Context: an optimization exercise on an open-source flow, tuned for small area, a short achievable clock period and few clock cycles per item. The choices shown serve that exercise and are no tape-out recipe.
Function was not checked in any run shown here: the RTL went through the layout flow alone.

==> flow/design.v, too long to show whole: its modules and the start of the top module <==
// module sqrt_binary_search: 892 lines
module sqrt_binary_search (
    input  logic        clk,
    input  logic        rst,         
    input  logic        valid_in,
    input  logic [15:0] x,           
    output logic [15:0] x_sqrt,      
    output logic        valid_out
);
  // ...
==> flow/run.sh <==
#!/bin/bash
# synth_recipe.tcl (not shown) runs the flow's synth.tcl, then flattens the netlist and writes it again
# the make line also repeats each setting of config.mk as NAME=value (left out here)
make -C /OpenROAD-flow-scripts/flow DESIGN_CONFIG=/design/flow/config.mk WORK_HOME=/design/flow/orfs CLKGATE_MAP_FILE= SYNTH_SCRIPT=/design/flow/synth_recipe.tcl finish
==> flow/config.mk <==
export PLATFORM = sky130hd
export DESIGN_NAME = sqrt_binary_search
export DESIGN_NICKNAME = sqrt_binary_search
export VERILOG_FILES = /design/flow/design.v
export SDC_FILE = /design/flow/constraint.sdc
export NUM_CORES = 4
export LEC_CHECK = 0
export ABC_AREA = 1
export CAP_MARGIN = 20
export CORE_MARGIN = 2
export CORE_UTILIZATION = 40
export SLEW_MARGIN = 20
==> flow/constraint.sdc <==
create_clock -name core_clock -period 11.0 [get_ports {clk}]
set_input_delay 2.2000 -clock core_clock [delete_from_list [all_inputs] [get_ports {clk}]]
set_output_delay 2.2000 -clock core_clock [all_outputs]
set_load 0.01 [all_outputs]
==> summary.md, run 1 <==
| Metric | Value |
|---|---|
| Synth cell types | `42` |
| Clock-cell share | `0.901%` |
| Final nets | `between 700 and 800` |
| Worst path depth | `46` |
| Final ANT Viol Nets | `0` |
| Non-filler cells, final | `874` |
| First-pass GRT wire length | `between 15000 and 20000 um` |
| Die area | `roughly 11000 sq um` |
| Crit path required time | `between 8000 and 9000 ps` |
| Hold Path Class | `primary input to register` |
| Largest net degree at the start of global routing | `18` |
| Bufs on Longest Clock Path | `2` |
| Layout Utilization | `44.6%` |
| Area contributors post-synth | `nand2_1, nand3_1, inv_1` |
| RSZ-0062 raised after global routing | `no` |
| WL met2 | `approximately 5200 um` |
| Gr ovfl total | `0` |
| Number of synthesized flops with an enable pin | `0` |
| #MultiIn Comb | `~570` |
| Fmax | `0.112 GHz` |
| Number of H-tree levels | `1` |
| Initial Utilization | `41.0%` |
| Multi-input combinational area share | `between 70% and 80%` |
| WHS | `between 2000 and 2500 ps` |
| Most frequent cells in the layout | `nand2_1, inv_1, nand3_1` |
| Mapped Cells | `approximately 700` |
| DR WL/cell | `12.0 um` |
| Syn Area/Cell | `between 5 and 6 sq um` |
| Initial antenna violation count | `0` |
| Sink Count | `18` |
| Min-delay src | `x[1]` |
| Non-CTS buffers | `31` |
| 1st-iter DRT viols | `between 150 and 200` |
| Post-CTS setup repair buffer count | `0` |
| Cell area after synthesis | `about 4200 sq um` |
| # rows | `37` |
| Root Driver | `clkbuf_8` |
| Top class by area | `multi-input combinational cells` |
| Status | `finished clean` |
| Dpl hpwl | `8930 um` |
==> inputs of run 2 (changes only) <==
--- a/flow/config.mk
+++ b/flow/config.mk
@@ -8,5 +8,5 @@
 export ABC_AREA = 1
 export CAP_MARGIN = 20
 export CORE_MARGIN = 2
-export CORE_UTILIZATION = 40
+export CORE_UTILIZATION = 55
 export SLEW_MARGIN = 20
==> run 2 against run 1 <==
Against the previous run: still clean on timing, DRC and antenna; utilization grew 17 points; first-iteration DRC count shrank 28%; critical path depth shrank 5; non-clock buffer count is the same; cell area shrank 1.0%; fmax shrank 0.12%; synthesized cell count is the same; global-route usage grew 7.8 points; hold slack lost 1.8 ps; routed wire length grew 1.4%; critical path type unchanged; critical endpoint unchanged; largest cell class unchanged.
==> summary.md, run 2 <==
| Metric | Value |
|---|---|
| Synth Area in XOR/XNOR | `~8.7%` |
| Warnings from Yosys | `1` |
| Most frequent cells in the layout | `nand2_1, inv_1, nand3_1` |
| Mux contribution to synthesized area | `0%` |
| Via count | `around 4400` |
| Synth Area in Adders | `roughly 11%` |
| Crit path required time | `8800 ps (about the same)` |
| Vias in the first global route | `4234` |
| Router iterations before antenna repair | `4` |
| Ant diodes | `0` |
| Main combinational cell family by area after synthesis | `simple AND/OR/NAND/NOR gates` |
| Status | `finished clean` |
| Synth Area in Compound Gates | `slightly above 8%` |
| Post-CTS setup repair buffer count | `0 (unchanged)` |
| Global-route usage over all layers | `a little over a quarter` |
| P&R area growth vs syn | `7.72%` |
| Routed Wire Length | `roughly 11000 um` |
| CP max stage delay | `about 520 ps` |
| Die Y-Extent | `approximately 90 um` |
| Synth cell types | `42 (unchanged)` |
| Fin crit share | `between 80% and 90%` |
| Number of synthesized flops with an enable pin | `0 (unchanged)` |
| Gr ovfl total | `0 (unchanged)` |
| Post-synthesis sequential area ratio | `8.55%` |
| Slew @ Worst Pin | `roughly 530 ps` |
| Root Driver | `clkbuf_8` |
| Number of synthesized register bits | `18` |
| Non-filler cells, final | `837 (-4.2%)` |
| Max stage delay cell, worst path | `clkdlybuf4s50_1` |
| Syn Area/Cell | `5.87 sq um (unchanged)` |
| Total CTS buffers | `3` |
| DR WL/cell | `12.7 um (+5.9%)` |
| Final nets | `789 (unchanged)` |
| CP most frequent cell | `nand2_1` |
| First-pass GRT wire length | `18500 um (+3.2%)` |
| Min Tclk post-route | `8970 ps` |
| Area contributors post-synth | `nand2_1, nand3_1, inv_1` |
| Register bank with the most flops | `r_r` |
| Die width | `91.5 um` |
| Number of H-tree levels | `1 (unchanged)` |
| RSZ-0062 raised after global routing | `no` |
| Top flop regs | `r_r: 8 flops, q_r: 7 flops, x_r: 2 flops` |
| Clock slew at reported path FFs | `around 60 ps` |
| PortBufs | `31` |
| Mapped Cells | `718 (unchanged)` |
| TritonCTS clock tree | `built` |
| Fin. Hold Viols | `0` |
| Crit-path max FO | `14` |
| Layout cells sized above 1 | `a little over an eighth` |
| Fill count | `735` |
| Final TNS setup | `0 ps` |
| Post-synth top area cell | `nand2_1` |
| Initial Utilization | `57.5% (+16 points)` |
| Maxcap violations | `0` |
| Fmax | `0.111 GHz (-0.12%)` |
| Core Area | `~7300 sq um` |
| Bufs on Longest Clock Path | `2 (unchanged)` |
| Drt drc | `0` |
| Async SR Flop Fraction | `0%` |
| Resized cells post-CTS | `0` |
| 1st-iter DRT viols | `141 (-28%)` |
| Layout Utilization | `61.9% (+17 points)` |
| Sink Count | `18 (unchanged)` |
| Placed Cells | `~830` |
| Final Wtd Congestion | `0.892` |
| Startpoint class of the critical path | `register` |
| Hold_buf cts | `0` |
| Die area | `8380 sq um (-26%)` |
| Most common cell after layout, fill and taps aside | `nand2_1` |
| Post-synth top flop | `dfxtp_1` |
| Simple-Gate Fraction of Synth Area | `roughly half` |
| Most common cell in the netlist | `nand2_1` |
| CP Capture Type | `output port` |
| Initial antenna violation count | `0 (unchanged)` |
| Crit Path Class | `register to output port` |
| I/O Pins | `36` |
| Final Setup Violations | `0` |
| Worst rel slew slack | `64.7%` |
| Vias per cell | `roughly 5.2` |
| Hold Path Class | `primary input to register` |
| Cell area after synthesis | `4210 sq um (unchanged)` |
| Critical Path AT | `a little under 7000 ps` |
| Slew Limit Fails | `0` |
| Share of the synthesized area in the top cell type | `between 20% and 30%` |
| Largest net degree at the start of global routing | `18 (unchanged)` |
| Final ANT Viol Nets | `0 (unchanged)` |
| # rows | `31 (-16%)` |
| Dpl hpwl | `9010 um (+0.84%)` |
| Max FFs per register | `8` |
| Synth top cells by count | `nand2_1, inv_1, nand3_1` |
## run 2: cell counts after synthesis
Identical to the previous run, type by type.
## run 2: kinds of logic after synthesis
logic type | after synthesis
AO/OA/AOI/OAI | 52
XOR/XNOR | 41
adder cells (fa/ha/maj) | 32
buffers and inverters | 136
flip-flops | 18
other | 1
AND/OR/NAND/NOR | 438
## run 2: area by class of cell
class,instances,area (sq um),area share [%]
timing repair buffer,31,310,6.84
inverter,119,452,9.95
multi-input combinational,567,3250,71.6
tap,99,124,2.73
clock buffer,3,41.3,0.910
sequential,18,360,7.94
## run 2: metrics by stage
step | instance area [sq um] | hold slack [ps] | setup WS [ps]
after floorplan | 4220 | 2230 | 3400
after global placement | 4500 | 2670 | 1890
after detailed placement | 4500 | 2650 | 1860
after CTS | 4540 | 2390 | 2040
after global routing | 4540 | 2390 | 1470
final | 4540 | 2390 | 2030
## run 2: worst paths after layout
| path | cells past startpoint | to | startpoint | slack (ps) |
|---|---|---|---|---|
| setup / recovery | 41 | x_sqrt[0] | q_r[3]$_DFF_P_ | 2030 |
| hold / removal | 1 | x_r[1]$_DFF_P_ | x[1] | 2390 |
## run 2: metal layers
layer	track usage, %	up-vias	routed length [um]	part of all wire [%]
met5	0	-	0	0
met4	13.9	0	518	4.9
met3	0.996	34	301	2.8
met2	52.3	107	5610	53
met1	28.0	1953	4230	40
li1	-	2275	-	-
## run 2: worst max-delay path: cells and delay by family (launching register included)
family          cells  cell delay, ps
fa+ha+maj           5            1550
compound gates      3             500
flops               1             470
buf+inv             6            1090
xor+xnor            2             330
simple gates       25            2550
==> inputs of run 3 (changes only) <==
--- a/flow/config.mk
+++ b/flow/config.mk
@@ -8,5 +8,5 @@
 export ABC_AREA = 1
 export CAP_MARGIN = 20
 export CORE_MARGIN = 2
-export CORE_UTILIZATION = 55
+export CORE_UTILIZATION = 75
 export SLEW_MARGIN = 20
==> run 3 against run 2 <==
Against the previous run: still clean; critical endpoint unchanged; non-clock buffer count did not move; via count is 5.6% higher; critical path depth grew 5; sequential cell count stayed put; worst setup slack lost 28 ps; hold slack improved by 1.5 ps; global-route usage rose by 9.9 points; area after synthesis is the same.
==> summary.md, run 3 <==
| Metric | Value |
|---|---|
| Post-synthesis sequential area ratio | `8.55% (unchanged)` |
| Slew Limit Fails | `0 (unchanged)` |
| Crit Path Class | `register to output port` |
| Share of the synthesized area in the top cell type | `21.9% (unchanged)` |
| Most common cell in the netlist | `nand2_1` |
| Post-synth top area cell | `nand2_1` |
| Seq. cell area | `360 sq um (unchanged)` |
| Syn Area/Cell | `5.87 sq um (unchanged)` |
| Area contributors post-synth | `nand2_1, nand3_1, inv_1` |
| Resized cells post-CTS | `0 (unchanged)` |
| Router iterations before antenna repair | `5 (+1)` |
| Status | `finished clean` |
| Final ANT Viol Nets | `0 (unchanged)` |
| Async SR Flop Fraction | `0% (unchanged)` |
| Hold Path Class | `primary input to register` |
| Core Area | `5470 sq um (-25%)` |
| CP most frequent cell | `nand2_1` |
| Vias per cell | `5.69 (+9.1%)` |
| Number of H-tree levels | `1 (unchanged)` |
| TritonCTS clock tree | `built` |
| Fin crit share | `81.8% (+0.26 points)` |
| DR WL/cell | `13.4 um (+5.1%)` |
| Dpl hpwl | `9180 um (+1.9%)` |
| Delay-heaviest family, CP | `simple AND/OR/NAND/NOR gates` |
| Fill count | `410 (-44%)` |
| Global-route usage over all layers | `36.5% (+9.9 points)` |
| Warnings from Yosys | `1 (unchanged)` |
| CP Capture Type | `output port` |
| Area occupied by multi-input gates | `3250 sq um (unchanged)` |
| Number of synthesized register bits | `18 (unchanged)` |
| Gr ovfl total | `0 (unchanged)` |
| RSZ-0062 raised after global routing | `no` |
| Die Y-Extent | `78.9 um (-14%)` |
| Buffers and inverters on the worst path | `9 (+3)` |
| Startpoint class of the critical path | `register` |
| Synth cell types | `42 (unchanged)` |
| Mapped Cells | `718 (unchanged)` |
| Final worst slack | `2000 ps (-28.3 ps)` |
| Post-synth top flop | `dfxtp_1` |
| Root Driver | `clkbuf_8` |
| Max FFs per register | `8 (unchanged)` |
| Cell area after synthesis | `4210 sq um (unchanged)` |
| Die width | `78.9 um (-14%)` |
| Most common cell after layout, fill and taps aside | `nand2_1` |
| I/O Pins | `36 (unchanged)` |
| Layout cells sized above 1 | `13.1% (unchanged)` |
| # rows | `27 (-13%)` |
| Most frequent cells in the layout | `nand2_1, inv_1, nand3_1` |
| Setup WS pre-CTS | `1950 ps (+81.6 ps)` |
| Crit path required time | `8800 ps (about the same)` |
| Final Setup Violations | `0 (unchanged)` |
| P&R area growth vs syn | `6.92%` |
| Number of synthesized flops with an enable pin | `0 (unchanged)` |
| Largest net degree at the start of global routing | `18 (unchanged)` |
| CP max stage delay | `520 ps (about the same)` |
| Hold_buf cts | `0 (unchanged)` |
| Initial antenna violation count | `0 (unchanged)` |
| Maxcap violations | `0 (unchanged)` |
| Post-CTS setup repair buffer count | `0 (unchanged)` |
| Final nets | `789 (unchanged)` |
| Routed Wire Length | `10800 um (+1.8%)` |
| Drt drc | `0 (unchanged)` |
| Clock slew at reported path FFs | `60 ps (about the same)` |
| PortBufs | `31 (unchanged)` |
| 1st-iter DRT viols | `260 (+84%)` |
| Vias in the first global route | `4581 (+8.2%)` |
| Final TNS setup | `0 ps (unchanged)` |
| Via count | `4612 (+5.6%)` |
| Critical Path AT | `6800 ps (+30 ps)` |
| Fin. Hold Viols | `0 (unchanged)` |
| Crit-path max FO | `17 (+3)` |
| Total CTS buffers | `3 (unchanged)` |
| Min Tclk post-route | `9000 ps (+28.3 ps)` |
| Max stage delay cell, worst path | `clkdlybuf4s50_1` |
| Synth top cells by count | `nand2_1, inv_1, nand3_1` |
| Final Wtd Congestion | `0.975 (+9.4%)` |
| Initial Utilization | `77.0% (+20 points)` |
| Fmax | `0.111 GHz (-0.31%)` |
| Register bank with the most flops | `r_r` |
| Sink Count | `18 (unchanged)` |
| Ant diodes | `0 (unchanged)` |
| First-pass GRT wire length | `18700 um (+1.3%)` |
| Top flop regs | `r_r: 8 flops, q_r: 7 flops, x_r: 2 flops` |
| Die area | `6230 sq um (-26%)` |
| Bufs on Longest Clock Path | `2 (unchanged)` |
[run 3: final timing paths]
path                      startpoint              to  slack (ps)  cells after the start
worst min-delay path            x[0]  x_r[0]$_DFF_P_        2390                      1
worst max-delay path  x_r[0]$_DFF_P_       x_sqrt[0]        2000                     46
[run 3: stage by stage]
stage | hold slack (ps) | instances | util [%] | cell area [sq um]
after floorplan | 2230 | 721 | - | 4220
after global placement | 2650 | 807 | 81.6 | 4460
after detailed placement | 2650 | 807 | 81.6 | 4460
after CTS | 2390 | 810 | 82.3 | 4500
after global routing | 2390 | 810 | 82.3 | 4500
final | 2390 | 810 | 82.3 | 4500
[run 3: cells by family (layout without fill, tap and decap cells)]
logic type | count (synthesis) | after routing | synth area share [%]
flops | 18 | 18 | 8.55
xor+xnor | 41 | 41 | 8.70
fa+ha+maj | 32 | 32 | 10.8
simple gates | 438 | 438 | 49.0
buf+inv | 136 | 153 | 14.6
compound gates | 52 | 52 | 8.23
other cells | 1 | 4 | 0.0890
[run 3: cell type report]
| type | count | area share, % |
|---|---|---|
| inverters | 119 | 10.0 |
| flip-flops and latches | 18 | 8.00 |
| multi-input cells | 567 | 72.2 |
| clock buffers | 3 | 0.917 |
| well taps | 72 | 2.00 |
| repair buffers | 31 | 6.89 |
[run 3: layer usage]
layer,track usage [%],vias to the layer above,part of all wire [%]
li1,-,2279,-
met1,35.8,2046,37
met2,70.2,207,50
met3,3.52,80,4.6
met4,27.1,0,8.2
met5,0,-,0

port drivers added, routing unchanged:
The results above use ideal ports. As a check the final layouts listed here were re-extracted and re-timed, cells and wires unchanged. Step 1, drivers: a clkbuf_16 drives clk and a buf_2 each remaining input, both assumed. Step 2 times the ports against the registers' clock, not the clock port: input delays grow and output delays shrink by t, the midpoint of the rising clock arrivals with the driver on. a / b / c = ideal ports / drivers / drivers and shift; a / b = the first two.
run | shift t [ns] | setup WS [ns] | slew at the worst register clock pin (ns)
run 1 | 0.276 | 2.042 / 2.015 / 1.991 | 0.07 / 0.07
run 2 | 0.274 | 2.031 / 2.006 / 1.865 | 0.06 / 0.06
run 3 | 0.270 | 2.002 / 1.978 / 1.889 | 0.06 / 0.06
After both steps every run listed still meets setup and hold. The setup slack of run 2, which loses most, moves by -0.025 ns with the drivers and by -0.166 ns with both steps.
